Source: an optimization exercise on an open RTL-to-GDS flow (aim: small area). Production flows keep margins and buffers that such runs may drop.
Function was checked by simulation only, so behaviour that the tests miss may differ from the original.

--- flow/constraint.sdc ---
create_clock -name core_clock -period 14.0 [get_ports {clk}]
set_input_delay 2.8000 -clock core_clock [delete_from_list [all_inputs] [get_ports {clk}]]
set_output_delay 2.8000 -clock core_clock [all_outputs]
set_load 0.01 [all_outputs]
--- flow/run.sh ---
#!/bin/bash
# synth_recipe.tcl (not shown) runs the flow's synth.tcl, then flattens the netlist and writes it again
# the make line also repeats each setting of config.mk as NAME=value (left out here)
make -C /OpenROAD-flow-scripts/flow DESIGN_CONFIG=/design/flow/config.mk WORK_HOME=/design/flow/orfs CLKGATE_MAP_FILE= SYNTH_SCRIPT=/design/flow/synth_recipe.tcl finish
--- flow/design.v ---
module multiplier (
    input wire A_flag,
    input wire U_flag,
    input wire LongMul,
    input wire [31:0] Rm_data,
    input wire [31:0] Rs_data,
    input wire [31:0] Rn_data,
    input wire [31:0] RdHi_data,  
    input wire [31:0] RdLo_data,
    input wire [3:0] cpsr_flags,
    output wire [31:0] result_lo,
    output wire [31:0] result_hi,
    output wire [3:0] flags_out
);
wire [31:0] productHi, productLo;
wire N, Z, C, V;
assign N = LongMul ? result_hi[31] : result_lo[31];
assign Z = LongMul ? ~|{result_hi, result_lo} : ~|result_lo;
assign C = productHi[0];  
assign V = cpsr_flags[0];  
assign flags_out = {N, Z, C, V};
wire signed [63:0] productSigned;
wire [63:0] productUnsigned;
assign productSigned = $signed(Rm_data) * $signed(Rs_data);
assign productUnsigned = $unsigned(Rm_data) * $unsigned(Rs_data);
assign {productHi, productLo} = (U_flag & LongMul) ? productSigned : productUnsigned;
assign {result_hi, result_lo} = A_flag   ?
                                (LongMul ? ({productHi, productLo} + {RdHi_data, RdLo_data}) :
                                ({productHi, productLo} + Rn_data)) :
                                {productHi, productLo};
endmodule
module mul_unit (
    input wire clk,
    input wire A_flag,
    input wire U_flag,
    input wire LongMul,
    input wire [31:0] Rm_data,
    input wire [31:0] Rs_data,
    input wire [31:0] Rn_data,
    input wire [31:0] RdHi_data,
    input wire [31:0] RdLo_data,
    input wire [3:0] cpsr_flags,
    output reg [31:0] result_lo,
    output reg [31:0] result_hi,
    output reg [3:0] flags_out
);
reg A_q, U_q, L_q;
reg [31:0] Rm_q, Rs_q, Rn_q, RdHi_q, RdLo_q;
reg [3:0] flags_q;
wire [31:0] lo_w, hi_w;
wire [3:0] flags_w;
always @(posedge clk) begin
    A_q <= A_flag;
    U_q <= U_flag;
    L_q <= LongMul;
    Rm_q <= Rm_data;
    Rs_q <= Rs_data;
    Rn_q <= Rn_data;
    RdHi_q <= RdHi_data;
    RdLo_q <= RdLo_data;
    flags_q <= cpsr_flags;
end
multiplier u_mul (
    .A_flag(A_q),
    .U_flag(U_q),
    .LongMul(L_q),
    .Rm_data(Rm_q),
    .Rs_data(Rs_q),
    .Rn_data(Rn_q),
    .RdHi_data(RdHi_q),
    .RdLo_data(RdLo_q),
    .cpsr_flags(flags_q),
    .result_lo(lo_w),
    .result_hi(hi_w),
    .flags_out(flags_w)
);
always @(posedge clk) begin
    result_lo <= lo_w;
    result_hi <= hi_w;
    flags_out <= flags_w;
end
endmodule
--- flow/config.mk ---
export PLATFORM = sky130hd
export DESIGN_NAME = mul_unit
export DESIGN_NICKNAME = mul_unit
export VERILOG_FILES = /design/flow/design.v
export SDC_FILE = /design/flow/constraint.sdc
export NUM_CORES = 4
export LEC_CHECK = 0
export CAP_MARGIN = 20
export CORE_MARGIN = 2
export CORE_UTILIZATION = 40
export SLEW_MARGIN = 20
==> results.py <==
metrics = {
    "critical_path": {
        "timing.critical_path.mode_cell": "fa_1",
        "max_stage_delay_ns": 1.01,
        "r2r_setup_slack_ns": 1.26,
        "crit_type": "flop to flop",
        "cp.arrival_ns": 13.25,
        "r2r_end": "flags_out[2]",
        "path_depth": 38,
        "start_kind": "flop",
        "r2r_cells": 38,
        "startpoint": "Rm_q[9]",
        "reg2reg_from": "Rm_q[9]",
        "cp_num_buf_inv": 5,
        "crit_family": "adder cells",
        "cp.required_ns": 14.52,
        "crit_path_max_fanout": 20,
        "endpoint_kind": "flop",
        "slowest_stage": "dfxtp_1",
        "endpoint": "flags_out[2]",
    },
    "global_route": {
        "grt_pass1_vias": 50198,
        "grt_remaining_overflow": 0,
        "antenna_found_initial": 2,
        "grt_pass1_wl_um": 292100,
        "grtUsageTotal_pct": 23.14,
        "grt_start_max_net_pins": 72,
    },
    "final_layout": {
        "fill_cells": 15404,
        "drive_gt1_share_pct": 3.594,
        "final_area_um2": 68670,
        "final_net_count": 9001,
        "fin_util_pct": 43.81,
        "area_growth_pct": 8.519,
    },
    "clock_network": {
        "cts_setup_buffers": 0,
        "cts.repair.resized": 0,
        "cts.path.max_buffers": 3,
        "postCtsHoldBufs": 0,
        "htreeDepth": 1,
        "path_clk_slew_ns": 0.06,
        "numCtsBuffers": 30,
        "cts_root_buf": "clkbuf_16",
        "tritoncts": "done",
        "cts.sinks": 232,
        "clock_latency_ns": 0.69,
    },
    "routing": {
        "wl_um": 181000,
        "remaining_drc_errors": 0,
        "first_iter_violations": 3002,
        "first_pass_iters": 7,
        "vias": 46255,
        "wire_per_inst_um": 20.14,
        "route.antenna.remaining_nets": 0,
        "vias_per_cell": 5.147,
    },
    "logic_synthesis": {
        "synth-edff-count": 0,
        "synth_cell_types": 98,
        "synth_seq_cells": 232,
        "synth_nets": 8958,
        "ys_seq_area_share_pct": 7.339,
        "async_flop_share_pct": 0,
        "syn_area_um2": 63280,
        "ys_warn_count": 1,
        "ys.flop_type": "dfxtp_1",
        "netlist_instances": 6863,
        "syn_area_per_cell_um2": 9.221,
    },
    "place": {
        "io_buffer_count": 232,
        "placed_area_um2": 67620,
        "gp_congestion": 0.9148,
        "hpwlAfterDp_um": 159100,
    },
    "floorplan": {
        "start_util_pct": 40.37,
        "rows": 145,
        "fp.dieW_um": 401.8,
        "dieHeight_um": 401.8,
        "core_area_um2": 156800,
        "ioPinCount": 236,
        "die_area_um2": 161400,
    },
    "status": {
        "status": "finished clean",
    },
    "timing": {
        "setup_violations": 0,
        "finalMaxSlewViolations": 0,
        "hold_viol_final": 0,
        "worstMarginPinSlew_ns": 1.111,
        "period_minus_slack_ns": 12.74,
        "slew_headroom_pct": 25.86,
        "fin_tns_setup_ns": 0,
        "fmax_mhz": 78.51,
        "grt_setup_unrepaired": "no",
        "timing.final.crit_share_pct": 90.98,
        "finClkSkew_ns": 0.05239,
    },
    "worst_hold_path": {
        "holdCritPathClass": "flop to flop",
    },
    "run": {
        "drv_cap": 0,
    },
}
layer usage:
metal	track usage [%]	vias to the layer above	share of wire (%)
met4	5.006	0	2.3
met5	0	-	0
met2	35.75	1313	44
met3	3.322	168	6.1
li1	-	20797	-
met1	34.45	23977	47
cell type report:
| cell class | instances | area (µm²) | area share (%) |
|---|---|---|---|
| clock buffers | 36 | 803.3 | 1.170 |
| repair buffers | 314 | 2938 | 4.278 |
| flip-flops and latches | 232 | 4662 | 6.788 |
| multi-input cells | 4690 | 51300 | 74.70 |
| inverters | 1638 | 6148 | 8.953 |
| clock inverters | 18 | 249.0 | 0.3626 |
| well taps | 2058 | 2575 | 3.750 |
| diodes | 1 | 2.502 | 0.003644 |
synthesized netlist by cell type (8+ instances only):
cell / n / area, µm²
a221oi_1: 11 / 96.34
a41oi_1: 8 / 70.07
nand2b_1: 26 / 162.7
xor2_1: 70 / 613.1
nand3_1: 43 / 215.2
buf_1: 11 / 41.29
o21a_1: 30 / 225.2
and2_1: 526 / 3291
xnor2_1: 102 / 893.4
a21oi_1: 215 / 1076
mux2i_1: 16 / 160.2
a211o_1: 12 / 105.1
mux2_2: 49 / 551.8
ha_1: 454 / 5680
or3_1: 14 / 87.58
nor3_1: 34 / 170.2
inv_1: 1637 / 6145
nand2_1: 775 / 2909
nor4_1: 11 / 68.82
dfxtp_1: 232 / 4644
o21ai_1: 17 / 85.08
o31ai_1: 12 / 90.09
o221ai_1: 8 / 70.07
a21oi_2: 11 / 96.34
clkbuf_1: 277 / 1040
a21o_1: 108 / 810.8
o21ai_0: 130 / 650.6
o21bai_1: 25 / 187.7
nand4_1: 57 / 356.6
a31oi_1: 23 / 143.9
o211ai_1: 37 / 277.8
and3_1: 28 / 175.2
a211oi_1: 27 / 202.7
fa_1: 1473 / 29490
nor2b_1: 45 / 281.5
o211a_1: 8 / 80.08
nor2_1: 139 / 521.8
metrics by stage:
step | cells | hold slack [ns] | worst slack, ns
after floorplan | 6863 | 0.3096 | 3.686
after global placement | 8932 | 0.3169 | 1.346
after detailed placement | 8932 | 0.3132 | 1.374
after CTS | 8986 | 0.3439 | 1.284
after global routing | 8986 | 0.3542 | 0.6469
final | 8987 | 0.3415 | 1.263
cells by family after synthesis:
group | Yosys count | synth area share [%]
buffers and inverters | 1941 | 11.62
adder cells (fa/ha/maj) | 1927 | 55.57
AND/OR/NAND/NOR | 1746 | 13.65
AO/OA/AOI/OAI | 780 | 8.318
flip-flops | 232 | 7.339
XOR/XNOR | 172 | 2.380
multiplexers | 65 | 1.125
sequential cells by signal, indices dropped and copies added, names as in the netlist:
name	count
A_q	1
result_hi	32
Rn_q	32
flags_out	4
U_q	1
L_q	1
Rs_q	32
flags_q	1
Rm_q	32
RdHi_q	32
RdLo_q	32
result_lo	32
worst reg2reg max path, delay by kind of cell (launching register included):
family	cells	cell delay [ns]
buffers and inverters	5	0.69
flip-flops	1	1.01
XOR/XNOR	2	0.22
multiplexers	1	0.44
adder cells (fa/ha/maj)	10	4.83
AO/OA/AOI/OAI	10	3.13
AND/OR/NAND/NOR	10	2.29
worst min-delay path by stage:
stage,startpoint,end,slack (ns),depth (start not counted)
2_1_floorplan,flags_q,flags_out[0],0.31,0
3_3_place_gp,flags_q,flags_out[0],0.32,0
3_5_place_dp,flags_q,flags_out[0],0.31,0
4_1_cts,flags_q,flags_out[0],0.34,0
5_1_grt,flags_q,flags_out[0],0.35,0
6_report,flags_q,flags_out[0],0.34,0
placed cells by master, fill, tap and decap left out, types with 8 or more instances in the layout:
cell type	instances
a211o_1	12
a211oi_1	27
a21o_1	108
a21oi_1	215
a21oi_2	11
a221oi_1	11
a31oi_1	23
a41oi_1	8
and2_1	525
and3_1	28
buf_4	82
clkbuf_16	30
clkdlybuf4s50_1	232
dfxtp_1	220
dfxtp_2	11
fa_1	1473
ha_1	454
inv_1	1637
mux2_2	49
mux2i_1	16
nand2_1	774
nand2b_1	26
nand3_1	43
nand4_1	57
nor2_1	139
nor2b_1	45
nor3_1	34
nor4_1	11
o211a_1	8
o211ai_1	37
o21a_1	30
o21ai_0	130
o21ai_1	17
o21bai_1	25
o221ai_1	8
o31ai_1	12
or3_1	14
xnor2_1	102
xor2_1	70

==> afterwards: timing with drivers on the ports <==
The results above use ideal ports. As a check the final layout listed here was re-extracted and re-timed, cells and wires unchanged. Step 1 sets driving cells, clkbuf_16 on the clock port and buf_2 on the other inputs (assumed; they add their load-dependent delay and slew). Step 2, shift: input delay + t, output delay - t, t = (earliest + latest rising clock arrival at the registers) / 2. This alone moves slack from input paths to output paths. a / b / c = ideal ports / drivers / drivers and shift; a / b = the first two.
shift t [ns]: 0.740
setup slack, ns: 1.263 / 1.263 / 1.263
worst setup path after step 2: register to register
slew at the worst register clock pin (ns): 0.08 / 0.08
cell pins on the clock port's net: 1
After both steps setup and hold are still met in this run. For this run, drivers alone change the setup slack by 0.000 ns; drivers and shift together by 0.000 ns.
